What follows belongs to an exercise in optimizing a design on an open flow for small area, a short achievable clock period and few clock cycles; a production flow would make more cautious choices. Only simulation tests tie the RTL to the original design; equivalence was not proved.

==> inputs of run a <==
==> flow/design.v (excerpt) <==
module feedforward(
    input [31:0] x1, x2, x3, x4,
    input [31:0] w1, w2, w3, w4,
    input clk,
    input rst,
    output wire [31:0] result,
    output wire done
    );
Settings: LEC_CHECK=0, CAP_MARGIN=20, CORE_MARGIN=2, CORE_UTILIZATION=60, SETUP_SLACK_MARGIN=1.2, SLEW_MARGIN=20; clock period 10.0 ns.
run.sh (not shown) runs the stock make flow with config.mk's settings and CLKGATE_MAP_FILE= SYNTH_SCRIPT=/design/flow/synth_recipe.tcl, a recipe that flattens the netlist after the stock synthesis.
==> run b (differences from run a) <==
==> flow/config.mk (replaced) <==
export PLATFORM = sky130hd
export DESIGN_NAME = feedforward
export DESIGN_NICKNAME = feedforward
export VERILOG_FILES = /design/flow/design.v
export SDC_FILE = /design/flow/constraint.sdc
export NUM_CORES = 4
export LEC_CHECK = 0
export CAP_MARGIN = 20
export CORE_MARGIN = 2
export CORE_UTILIZATION = 40
export SLEW_MARGIN = 20
==> run c (differences from run a) <==
--- a/flow/design.v
+++ b/flow/design.v
@@ -807,15 +807,13 @@
     input         xu,
     input         ys,
     input  [30:0] ya,
     input         yu,
     output [27:0] sum,
     output [7:0]  eb,      
-    output        sign,
-    output [4:0]  lim,     
-    output        nolim    
+    output        sign
     );
     wire [31:0] px, py;
     finc #(31) ix(.x(xa), .c(xu), .z(px));
     finc #(31) iy(.x(ya), .c(yu), .z(py));
     wire [30:0] rx = px[30:0];
     wire [30:0] ry = py[30:0];
@@ -869,26 +867,24 @@
     wire        stk = ~msz & ({2'b00, tms} < d);
     wire [26:0] sh  = ((d > 8'd26) ? 27'd0 : (ms >> d[4:0])) | {26'd0, stk};
     wire [26:0] sa  = expeq ? (swap ? mx : my) : sh;
     wire [26:0] mb  = swap ? my : mx;
     assign eb   = swap ? ey : ex;
     assign sign = swap ? ys : xs;
-    wire [7:0] ebm1 = eb - 8'd1;
-    assign lim   = ebm1[4:0];
-    assign nolim = ebm1 > 8'd25;
     wire sub = xs ^ ys;
-    assign sum = sub ? {1'b0, mb} - {1'b0, sa} : {1'b0, mb} + {1'b0, sa};
+    assign sum = {1'b0, mb} + ({1'b0, sa} ^ {28{sub}}) + {27'd0, sub};
 endmodule
 module fadd_back(
     input  [27:0] sum,
     input  [7:0]  eb,
     input         sign,
-    input  [4:0]  lim,
-    input         nolim,
     output [31:0] z
     );
+    wire [7:0]  ebm1  = eb - 8'd1;
+    wire [4:0]  lim   = ebm1[4:0];
+    wire        nolim = ebm1 > 8'd25;
     wire [9:0]  e0  = {2'b00, eb} + {9'd0, sum[27]};
     wire [25:0] v   = sum[27] ? sum[27:2] : sum[26:1];
     wire        st  = sum[27] ? (sum[1] | sum[0]) : sum[0];
     wire [25:0] cap = nolim ? 26'd0 : (26'h2000000 >> lim);
     wire [25:0] vm  = v | cap;
     reg [4:0] k;
@@ -959,14 +955,12 @@
     reg [9:0]  ua_e, ub_e;
     reg [23:0] ua_m, ub_m;
     reg        ua_g, ub_g, ua_st, ub_st, ua_t, ub_t;
     reg [27:0] as_sum;
     reg [7:0]  as_eb;
     reg        as_sign, as_za;
-    reg [4:0]  as_lim;
-    reg        as_nolim;
     reg [31:0] sr;
     reg        sg1;      
     reg        za_fin;   
     wire qa = ~ua_m[23] & (&ua_m[22:0]) & ua_g;
     wire qb = ~ub_m[23] & (&ub_m[22:0]) & ub_g;
     wire oa = (&ua_e[7:0]) & (&ua_m[22:0]) & ua_g & (ua_st | ua_m[0]);
@@ -1004,19 +998,17 @@
     wire ub_u = ub_g & (ub_st | ub_m[0]);
     wire [30:0] oaa = {ua_e[7:0], ua_m[22:0]};
     wire [30:0] oba = {ub_e[7:0], ub_m[22:0]};
     wire [27:0] fsum;
     wire [7:0]  feb;
     wire        fsign;
-    wire [4:0]  flim;
-    wire        fnolim;
     fadd_front ff(.xs(ua_s), .xa(oaa), .xu(ua_u), .ys(ub_s), .ya(oba), .yu(ub_u),
-                  .sum(fsum), .eb(feb), .sign(fsign), .lim(flim), .nolim(fnolim));
+                  .sum(fsum), .eb(feb), .sign(fsign));
     wire opa_zero = ((oaa == 31'd0) & ~ua_u) | ((&oaa) & ua_u);
     wire [31:0] sz;
-    fadd_back fb(.sum(as_sum), .eb(as_eb), .sign(as_sign), .lim(as_lim), .nolim(as_nolim), .z(sz));
+    fadd_back fb(.sum(as_sum), .eb(as_eb), .sign(as_sign), .z(sz));
     wire outz = (sr[30:0] == 0);
     wire ovr  = !nz[0] && outz && (!nz[1] || za_fin);
     relu rl(.x({ovr ? sg1 : sr[31], sr[30:0]}), .z(result));
     wire w1a = adv && v1 && !d1;
     wire w1b = adv && v1 && d1;
     wire w3a = adv && v3 && (d3 == D_UA);
@@ -1107,14 +1099,12 @@
     always @(posedge clk) begin
         if (adv) begin
             as_sum   <= fsum;
             as_eb    <= feb;
             as_sign  <= fsign;
             as_za    <= opa_zero;
-            as_lim   <= flim;
-            as_nolim <= fnolim;
         end
     end
     always @(posedge clk) begin
         if (adv && v3 && (d3 == D_SR || d3 == D_RES))
             sr <= sz;
         else if (adv && kk == 3'd0)
==> flow/flow/run.sh (new file) <==
#!/bin/bash
# The standard layout (the standard.sh: ORFS from synthesis to the final
# layout), except that the buffer put on every input and output port is the
# smallest plain buffer, sky130_fd_sc_hd__buf_1, rather than the default.
set -e
export BUFFER_PORTS_ARGS="-buffer_cell sky130_fd_sc_hd__buf_1"
bash standard.sh > standard_flow.log 2>&1
==> flow/standard.sh (new file) <==
#!/bin/bash
# synth_recipe.tcl (not shown) runs the flow's synth.tcl, then flattens the netlist and writes it again
# the make line also repeats each setting of config.mk as NAME=value (left out here)
make -C /OpenROAD-flow-scripts/flow DESIGN_CONFIG=/design/flow/config.mk WORK_HOME=/design/flow/orfs CLKGATE_MAP_FILE= SYNTH_SCRIPT=/design/flow/synth_recipe.tcl "${@:-finish}"
==> flow/config.mk (replaced) <==
export PLATFORM = sky130hd
export DESIGN_NAME = feedforward
export DESIGN_NICKNAME = feedforward
export VERILOG_FILES = /design/flow/design.v
export SDC_FILE = /design/flow/constraint.sdc
export NUM_CORES = 4
export LEC_CHECK = 0
export ABC_AREA = 1
export CAP_MARGIN = 20
export CORE_MARGIN = 2
export CORE_UTILIZATION = 40
export SETUP_SLACK_MARGIN = 2.5
export SLEW_MARGIN = 20
removed: flow/run.sh
==> run summary <==
| metric | run b | run a | run c |
|---|---|---|---|
| Worst Tran Pin Value | 1254 ps | 1176 ps | 1196 ps |
| Resized cells post-CTS | 0 | 51 | 198 |
| Initial Utilization | 40.25% | 60.73% | 40.45% |
| M1 GR Usage | 40.21% | 59.03% | 41.68% |
| Filler cell count | 12360 | 6694 | 10370 |
| Die width | 354.0 um | 289.8 um | 325.2 um |
| Worst R2R Path Depth | 48 | 47 | 38 |
| Skew final | 28.59 ps | 20.72 ps | 68.04 ps |
| Run status | finished clean | finished clean | finished clean |
| CTS buffer count | 29 | 31 | 30 |
| Number of tap cells inserted | 1625 | 1060 | 1368 |
| Net count of the mapped netlist | 7206 | 7206 | 6612 |
| Antenna violations before repair | 2 | 6 | 12 |
| Detailed placer's ending HPWL | 166900 um | 162000 um | 141500 um |
| Share of Yosys cell area claimed by the top area cell type | 14.10% | 14.10% | 16.30% |
| Clock buf count | 39 | 33 | 44 |
| Worst setup path start | ua_e[7]$_DFFE_PP_ | ua_e[7]$_DFFE_PP_ | ny[1]$_DFFE_PP_ |
| Post-layout instance count excluding filler cells | 8139 | 7640 | 7614 |
| Drt first pass iters | 7 | 9 | 6 |
| Buffering overhead | 9.829% | 10.69% | 8.268% |
| Fin area | 55220 sq um | 55830 sq um | 48700 sq um |
| Synth Area in XOR/XNOR | 5.659% | 5.659% | 11.07% |
| Data required time of the worst path | 10350 ps | 10380 ps | 10320 ps |
Testbench counts of run a, summed over its fixed seeds: cycles 3,567.
Testbench counts of run b, summed over its fixed seeds: cycles 3,567.
Testbench counts of run c, summed over its fixed seeds: cycles 3,567.

---

==> build 92: inputs <==
RTL: one of the versions met above, not the one the previous note started from.
==> flow/config.mk <==
export PLATFORM = sky130hd
export DESIGN_NAME = feedforward
export DESIGN_NICKNAME = feedforward
export VERILOG_FILES = /design/flow/design.v
export SDC_FILE = /design/flow/constraint.sdc
export NUM_CORES = 4
export LEC_CHECK = 0
export ABC_AREA = 1
export CAP_MARGIN = 20
export CORE_MARGIN = 2
export CORE_UTILIZATION = 65
export SETUP_SLACK_MARGIN = 0.6
export SLEW_MARGIN = 20
==> flow/constraint.sdc <==
create_clock -name core_clock -period 10.0 [get_ports {clk}]
set_input_delay 2.0000 -clock core_clock [delete_from_list [all_inputs] [get_ports {clk}]]
set_output_delay 2.0000 -clock core_clock [all_outputs]
set_load 0.01 [all_outputs]
standard.sh (not shown) runs the stock make flow with config.mk's settings and CLKGATE_MAP_FILE= SYNTH_SCRIPT=/design/flow/synth_recipe.tcl, a recipe that flattens the netlist after the stock synthesis.
==> flow/flow/run.sh <==
#!/bin/bash
# The standard layout (the standard.sh: ORFS from synthesis to the final
# layout), except that the buffer put on every input and output port is the
# smallest plain buffer, sky130_fd_sc_hd__buf_1, rather than the default.
set -e
export BUFFER_PORTS_ARGS="-buffer_cell sky130_fd_sc_hd__buf_1"
bash standard.sh > standard_flow.log 2>&1
==> trial 65: changes against build 92 <==
- CORE_UTILIZATION: 65 -> 45
- SETUP_SLACK_MARGIN: 0.6 -> 2.0
==> trial 64: changes against build 92 <==
- CORE_UTILIZATION: 65 -> 45
- PLACE_DENSITY: unset -> 0.7
- SETUP_SLACK_MARGIN: 0.6 -> 2.5
==> trial 28: changes against build 92 <==
- CORE_UTILIZATION: 65 -> 55
- SETUP_SLACK_MARGIN: 0.6 -> 3.5
==> run summary <==
| metric | trial 64 | trial 28 | trial 65 | build 92 |
|---|---|---|---|---|
| Worst EP arrival | 7730 ps | 9530 ps | 8190 ps | 9370 ps |
| Clock distribution area overhead in the final layout | 0.0196 | 0.0181 | 0.0220 | 0.0215 |
| # Post-CTS Setup Buffers | 105 | 266 | 19 | 0 |
| Max FO, Critical Path | 12 | 99 | 6 | 27 |
| Well tap count | 1,186 | 969 | 1,186 | 846 |
| WL per Instance | 24.5 µm | 27.0 µm | 24.2 µm | 24.0 µm |
| Shortest clock period the worst path allows after layout | 7420 ps | 9210 ps | 7740 ps | 8910 ps |
| Area overhead of the layout relative to synthesis | 16.2% | 24.5% | 10.8% | 7.31% |
| Final antenna diode count | 11 | 8 | 5 | 8 |
| Result of the run | finished clean | failed layout checks | finished clean | finished clean |
| Layout check failures | - | capacitance limit, slew limit | - | - |
| Pin count of the biggest net entering global routing | 99 | 100 | 99 | 100 |
| Non-clock buffers, area share | 0.0785 | 0.110 | 0.0614 | 0.0481 |
| WP data required | 10,310 ps | 10,320 ps | 10,440 ps | 10,460 ps |
| GR Layer Usage met2 | 0.585 | 0.727 | 0.598 | 0.762 |
| Worst slew margin relative to its limit | 0.193 | -0.809 | 0.154 | 0.224 |
| Via total after detailed routing | 45,399 | 48,440 | 43,155 | 45,091 |
| Multi-input gates | 4,461 | 4,462 | 4,461 | 4,458 |
| Slowest stage cell, crit path | sky130_fd_sc_hd__fa_1 | sky130_fd_sc_hd__o21ai_0 | sky130_fd_sc_hd__fa_1 | sky130_fd_sc_hd__clkinv_1 |
| Length in cells of the worst reg-to-reg path | 39 | 28 | 37 | 32 |
| Area of the die | 94,200 µm² | 77,300 µm² | 94,200 µm² | 65,500 µm² |
| Capturing point of the worst reg2reg path | ua_m[14] | as_sum[17] | ub_e[1] | ua_e[3] |
Testbench counts of build 92, summed over its fixed seeds: cycles 3,567.
Testbench counts of trial 65, summed over its fixed seeds: cycles 3,567.
Testbench counts of trial 64, summed over its fixed seeds: cycles 3,567.
Testbench counts of trial 28, summed over its fixed seeds: cycles 3,567.

---

==> job 5387: inputs <==
Another version of the RTL of feedforward (not shown whole).
## feedforward
module feedforward(
    input [31:0] x1, x2, x3, x4,
    input [31:0] w1, w2, w3, w4,
    input clk,
    input rst,
    output wire [31:0] result,
    output wire done
    );
clock: 10.0 ns
lec_check: 0
cap_margin: 20
core_margin: 2
core_utilization: 40
slew_margin: 20
run.sh (not shown) runs the stock make flow with config.mk's settings and CLKGATE_MAP_FILE= SYNTH_SCRIPT=/design/flow/synth_recipe.tcl, a recipe that flattens the netlist after the stock synthesis.
Stock flow here: none of the scripts above is used.
==> inputs of job 5318, as changes to job 5387 <==
--- a/flow/design.v
+++ b/flow/design.v
@@ -1,40 +1,85 @@
 module fmul_core(
     input  [23:0]       mx,
     input  [23:0]       my,
-    input  signed [9:0] ex,      
-    input  signed [9:0] ey,
+    input  signed [9:0] es,      
     output [23:0]       m,
     output              g,
     output              st,
-    output signed [9:0] e
+    output signed [9:0] e,
+    output              tiny     
     );
-    wire [47:0] p = mx * my;
+    wire [26:0] yy = {3'b000, my};    
+    wire [12:0] one, two, neg;
+    genvar i;
+    generate
+        for (i = 0; i < 13; i = i + 1) begin : dig
+            wire y2 = yy[2*i+1];
+            wire y1 = yy[2*i];
+            wire y0;
+            if (i == 0) begin : lo
+                assign y0 = 1'b0;
+            end else begin : hi
+                assign y0 = yy[2*i-1];
+            end
+            assign one[i] = y1 ^ y0;
+            assign two[i] = (y2 & ~y1 & ~y0) | (~y2 & y1 & y0);
+            assign neg[i] = y2;
+        end
+    endgenerate
+    wire [47:0] row [0:12];
+    generate
+        for (i = 0; i < 13; i = i + 1) begin : pp
+            wire [24:0] a = one[i] ? {1'b0, mx} : (two[i] ? {mx, 1'b0} : 25'd0);
+            wire [25:0] r = {~neg[i], a ^ {25{neg[i]}}};
+            assign row[i] = {22'd0, r} << (2 * i);
+        end
+    endgenerate
+    wire [47:0] negs;
+    generate
+        for (i = 0; i < 48; i = i + 1) begin : nb
+            if (i % 2 == 0 && i / 2 < 13) begin : on
+                assign negs[i] = neg[i/2];
+            end else begin : off
+                assign negs[i] = 1'b0;
+            end
+        end
+    endgenerate
+    wire [47:0] p = row[0] + row[1] + row[2] + row[3] + row[4] + row[5] + row[6] +
+                    row[7] + row[8] + row[9] + row[10] + row[11] + row[12] +
+                    negs + 48'h555556000000;
     assign m  = p[47] ? p[47:24] : p[46:23];
     assign g  = p[47] ? p[23]    : p[22];
     assign st = p[47] ? (|p[22:0]) : (|p[21:0]);
-    assign e  = ex + ey - 10'sd126 - {9'd0, ~p[47]};
+    wire signed [9:0] es1 = es - 10'sd1;
+    assign e    = p[47] ? es : es1;
+    assign tiny = p[47] ? (es < 10'sd1) : (es < 10'sd2);
 endmodule
 module fadd_front(
     input  [31:0] x,
     input  [31:0] y,
     output [27:0] sum,
     output [7:0]  eb,      
-    output        sign
+    output        sign,
+    output [4:0]  lim,     
+    output        nolim    
     );
     wire        swap = y[30:0] > x[30:0];
     wire [31:0] b    = swap ? y : x;
     wire [31:0] a    = swap ? x : y;
     wire        hb   = |b[30:23];
     wire        ha   = |a[30:23];
     wire [7:0]  ea   = ha ? a[30:23] : 8'd1;
     wire [7:0]  d    = eb - ea;
     wire [26:0] mb   = {hb, b[22:0], 3'b000};
     wire [26:0] ma   = {ha, a[22:0], 3'b000};
     assign eb = hb ? b[30:23] : 8'd1;
+    wire [7:0] ebm1 = eb - 8'd1;
+    assign lim   = ebm1[4:0];
+    assign nolim = ebm1 > 8'd25;
     reg  [26:0] sa;
     always @* begin
         if (d > 26)
             sa = {26'd0, |ma};
         else
             sa = (ma >> d[4:0]) | {26'd0, |(ma & ~({27{1'b1}} << d[4:0]))};
     end
@@ -42,28 +87,29 @@
     assign sum  = sub ? {1'b0, mb} - {1'b0, sa} : {1'b0, mb} + {1'b0, sa};
     assign sign = b[31];
 endmodule
 module fadd_back(
     input  [27:0] sum,
     input  [7:0]  eb,
     input         sign,
+    input  [4:0]  lim,
+    input         nolim,
     output [31:0] z
     );
     wire [9:0]  e0  = {2'b00, eb} + {9'd0, sum[27]};
     wire [25:0] v   = sum[27] ? sum[27:2] : sum[26:1];
     wire        st  = sum[27] ? (sum[1] | sum[0]) : sum[0];
     reg [4:0] lz;
     integer i;
     always @* begin
         lz = 26;
         for (i = 0; i < 26; i = i + 1)
             if (v[i]) lz = 25 - i;
     end
-    wire [9:0]  lim = e0 - 10'd1;
-    wire [4:0]  k   = ({5'd0, lz} > lim) ? lim[4:0] : lz;
+    wire [4:0]  k   = (!nolim && lz > lim) ? lim : lz;
     wire [25:0] vn  = v << k;
     wire [9:0]  e1  = (v == 0) ? 10'd1 : e0 - {5'd0, k};
     wire [23:0] m   = vn[25:2];
     wire        g   = vn[1];
     wire        r   = vn[0];
     wire        up  = g & (r | st | m[0]);
     wire [24:0] mr  = {1'b0, m} + {24'd0, up};
@@ -132,33 +178,49 @@
     reg       v1;        
     reg       d1;        
     reg       v3;        
     reg [1:0] d3;        
     wire [7:0] ordr = order(nz);
     wire [2:0] kk   = {2'b00, nz[0]} + {2'b00, nz[1]} + {2'b00, nz[2]} + {2'b00, nz[3]};
     wire       lf   = nz[0] & nz[1];
-    wire s2_act = !fin && (((kk == 3'd4) && (t == 4'd3 || t == 4'd5 || t == 4'd7)) ||
-                           ((kk == 3'd3) && (t == 4'd3 || t == 4'd5)) ||
-                           ((kk == 3'd2) && (t == 4'd3)) ||
-                           ((kk == 3'd1) && (t == 4'd2)));
-    wire opa_sr   = (kk == 3'd4) && (t == 4'd7);
-    wire opb_zero = (kk == 3'd1);
-    wire [1:0] s2_dest = (kk == 3'd4) ? ((t == 4'd3) ? D_SR : (t == 4'd5) ? D_UB : D_RES) :
-                         (kk == 3'd3) ? ((t == 4'd3) ? (lf ? D_UA : D_UB) : D_RES) : D_RES;
+    function [4:0] ctl;
+        input [3:0] n;
+        input [3:0] tt;
+        reg [2:0] k;
+        reg act, asr, bz;
+        reg [1:0] dst;
+        begin
+            k   = {2'b00, n[0]} + {2'b00, n[1]} + {2'b00, n[2]} + {2'b00, n[3]};
+            act = ((k == 3'd4) && (tt == 4'd3 || tt == 4'd5 || tt == 4'd7)) ||
+                  ((k == 3'd3) && (tt == 4'd3 || tt == 4'd5)) ||
+                  ((k == 3'd2) && (tt == 4'd3)) ||
+                  ((k == 3'd1) && (tt == 4'd2));
+            asr = (k == 3'd4) && (tt == 4'd7);
+            bz  = (k == 3'd1);
+            dst = (k == 3'd4) ? ((tt == 4'd3) ? D_SR : (tt == 4'd5) ? D_UB : D_RES) :
+                  (k == 3'd3) ? ((tt == 4'd3) ? ((n[0] & n[1]) ? D_UA : D_UB) : D_RES) : D_RES;
+            ctl = {act, asr, bz, dst};
+        end
+    endfunction
+    reg       s2_act, opa_sr, opb_zero;
+    reg [1:0] s2_dest;
+    wire [4:0] ctl_next = rst ? ctl(nin, 4'd1) : ctl(nz, t + 4'd1);
     wire d1_next = (t == 4'd2) ? ((kk == 3'd4) ? 1'b0 : lf) : 1'b1;
     reg [23:0] nx, ny;
-    reg signed [9:0] ex, ey;
+    reg signed [9:0] es;    
     reg        ps;
     reg        ua_s, ub_s;
     reg [9:0]  ua_e, ub_e;
     reg [23:0] ua_m, ub_m;
     reg        ua_g, ub_g, ua_st, ub_st, ua_t, ub_t;
     reg [27:0] as_sum;
     reg [7:0]  as_eb;
     reg        as_sign, as_za;
+    reg [4:0]  as_lim;
+    reg        as_nolim;
     reg [31:0] sr;
     wire stall_n = v1 & (~nx[23] | ~ny[23]);
     wire stall_t = s2_act & ((~opa_sr & ua_t) | (~opb_zero & ub_t));
     wire adv     = !fin && !(stall_n | stall_t);
     reg [1:0] sel;
     always @* begin
         if (rst)
@@ -176,30 +238,33 @@
             2'd1: begin ox = x2; ow = w2; end
             2'd2: begin ox = x3; ow = w3; end
             default: begin ox = x4; ow = w4; end
         endcase
     end
     wire hx = |ox[30:23];
     wire hw = |ow[30:23];
+    wire [9:0] es_in = (hx ? {2'b00, ox[30:23]} : 10'd1) + (hw ? {2'b00, ow[30:23]} : 10'd1) - 10'd126;
     wire [23:0] pm;
     wire        pg, pst;
     wire signed [9:0] pe;
-    fmul_core mc(.mx(nx), .my(ny), .ex(ex), .ey(ey), .m(pm), .g(pg), .st(pst), .e(pe));
-    wire ptiny = pe[9] | (pe == 10'd0);
+    wire        ptiny;
+    fmul_core mc(.mx(nx), .my(ny), .es(es), .m(pm), .g(pg), .st(pst), .e(pe), .tiny(ptiny));
     wire [31:0] ra, rb;
     fround fra(.s(ua_s), .e(ua_e), .m(ua_m), .g(ua_g), .st(ua_st), .z(ra));
     fround frb(.s(ub_s), .e(ub_e), .m(ub_m), .g(ub_g), .st(ub_st), .z(rb));
     wire [31:0] opa = opa_sr ? sr : ra;
     wire [31:0] opb = opb_zero ? 32'd0 : rb;
     wire [27:0] fsum;
     wire [7:0]  feb;
     wire        fsign;
-    fadd_front ff(.x(opa), .y(opb), .sum(fsum), .eb(feb), .sign(fsign));
+    wire [4:0]  flim;
+    wire        fnolim;
+    fadd_front ff(.x(opa), .y(opb), .sum(fsum), .eb(feb), .sign(fsign), .lim(flim), .nolim(fnolim));
     wire [31:0] sz;
-    fadd_back fb(.sum(as_sum), .eb(as_eb), .sign(as_sign), .z(sz));
+    fadd_back fb(.sum(as_sum), .eb(as_eb), .sign(as_sign), .lim(as_lim), .nolim(as_nolim), .z(sz));
     wire outz = (sz[30:0] == 0);
     wire ovr  = !nz[0] && outz && (!nz[1] || as_za);
     wire [31:0] rv;
     relu rl(.x({ovr ? sgn1 : sz[31], sz[30:0]}), .z(rv));
     wire w3a = adv && v3 && (d3 == D_UA);
     wire w3b = adv && v3 && (d3 == D_UB);
     wire w1a = adv && v1 && !d1;
@@ -209,40 +274,36 @@
             nz  <= nin;
             t   <= 4'd1;
             fin <= 1'b0;
             v1  <= |nin;
             d1  <= 1'b0;
             v3  <= 1'b0;
             d3  <= D_SR;
+            {s2_act, opa_sr, opb_zero, s2_dest} <= ctl_next;
         end else if (adv) begin
+            {s2_act, opa_sr, opb_zero, s2_dest} <= ctl_next;
             t  <= t + 4'd1;
             v1 <= ({1'b0, t} < {2'b00, kk});
             d1 <= d1_next;
             v3 <= s2_act;
             d3 <= s2_dest;
             if ((v3 && d3 == D_RES) || kk == 3'd0)
                 fin <= 1'b1;
         end
     end
     always @(posedge clk) begin
         if (rst || adv) begin
             nx <= {hx, ox[22:0]};
             ny <= {hw, ow[22:0]};
-            ex <= hx ? {2'b00, ox[30:23]} : 10'sd1;
-            ey <= hw ? {2'b00, ow[30:23]} : 10'sd1;
+            es <= es_in;
             ps <= ox[31] ^ ow[31];
         end else if (stall_n) begin
-            if (!nx[23]) begin
-                nx <= nx << 1;
-                ex <= ex - 10'sd1;
-            end
-            if (!ny[23]) begin
-                ny <= ny << 1;
-                ey <= ey - 10'sd1;
-            end
+            if (!nx[23]) nx <= nx << 1;
+            if (!ny[23]) ny <= ny << 1;
+            es <= es - {9'd0, ~nx[23]} - {9'd0, ~ny[23]};
         end
     end
     always @(posedge clk) begin
         if (w1a) begin
             ua_s <= ps; ua_e <= pe; ua_m <= pm; ua_g <= pg; ua_st <= pst; ua_t <= ptiny;
         end else if (w3a) begin
             ua_s <= sz[31]; ua_e <= {2'b00, sz[30:23]}; ua_m <= {1'b0, sz[22:0]};
@@ -265,14 +326,16 @@
     end
     always @(posedge clk) begin
         if (adv) begin
             as_sum  <= fsum;
             as_eb   <= feb;
             as_sign <= fsign;
             as_za   <= (opa[30:0] == 0);
+            as_lim  <= flim;
+            as_nolim <= fnolim;
         end
     end
     always @(posedge clk) begin
         if (adv && v3 && d3 == D_SR)
             sr <= sz;
         else if (adv && v3 && d3 == D_RES)
             sr <= rv;
==> run summary <==
Status: job 5387 finished with violations; job 5318 finished with violations
Layout check failures: job 5387 negative setup slack; job 5318 negative setup slack
Height of the die: job 5387 340.6 µm; job 5318 342.2 µm
Final critical-path required period: job 5387 10.17 ns; job 5318 10.43 ns
Post-route non-filler standard cell count: job 5387 7,896; job 5318 8,329
Number of flip-flops and latches in the synthesized netlist: job 5387 234; job 5318 235
Cell count after placement: job 5387 7,731; job 5318 8,185
End of the worst hold path: job 5387 d1$_SDFFE_PP0P_; job 5318 d3[0]$_SDFFE_PP0P_
Inverters excl. clock: job 5387 656; job 5318 327
Cell Rows: job 5387 123; job 5318 124
Post-route fraction of the period consumed by the critical path: job 5387 1.017; job 5318 1.043
Wire length of the first global-routing pass: job 5387 268,500 µm; job 5318 294,900 µm
Number of nets in the finished design: job 5387 7,433; job 5318 7,597
Routability congestion estimate: job 5387 1.010; job 5318 1.045
Num CTS Buffers: job 5387 30; job 5318 31
Largest net degree at the start of global routing: job 5387 94; job 5318 92
Number of antenna violations at the first check in global routing: job 5387 7; job 5318 3
Worst r2r src: job 5387 nz[3]$_DFFE_PP_; job 5318 ua_m[0]$_DFFE_PP_
Placed instance area: job 5387 55,550 µm²; job 5318 53,470 µm²
Number of enable flip-flop cells after synthesis: job 5387 220; job 5318 221
Register fraction of the total cell area: job 5387 0.1169; job 5318 0.1219
Arrival time worst endpoint: job 5387 10.57 ns; job 5318 10.81 ns
Fraction of the yosys area taken by sequential cells: job 5387 0.1519; job 5318 0.1511
Slowest Stage Delay on Critical Path: job 5387 0.56 ns; job 5318 0.54 ns
Worst slew margin relative to its limit: job 5387 0.2268; job 5318 0.2307
Testbench counts of job 5387, summed over its fixed seeds: cycles 3,567.
Testbench counts of job 5318, summed over its fixed seeds: cycles 3,567.

==> port drivers added, routing unchanged <==
Ports are ideal in the flow. The routed layouts listed here were re-timed in OpenROAD. Step 1 assumes that a clkbuf_16 drives the clock port and a buf_2 every other input. Step 2 times the ports against the registers' clock, not the clock port: input delays grow and output delays shrink by t, the midpoint of the rising clock arrivals with the driver on. Slacks: ideal / step 1 / step 2; pairs: ideal / step 1.
run | t (ns) | setup WS [ns] | cell pins on the clock port's net
run a | 0.684 | 0.609 / 0.609 / 0.609 | 1
run b | 0.680 | 0.432 / 0.432 / 0.432 | 1
run c | 0.661 | 2.506 / 2.506 / 2.301 | 1
build 92 | 0.673 | 1.086 / 1.086 / 1.086 | 1
trial 65 | 0.681 | 2.256 / 2.256 / 2.256 | 1
trial 64 | 0.645 | 2.583 / 2.583 / 2.552 | 1
trial 28 | 0.664 | 0.788 / 0.788 / 0.788 | 1
The setup slack of run c, which loses most, moves by 0.000 ns with the drivers and by -0.205 ns with both steps.
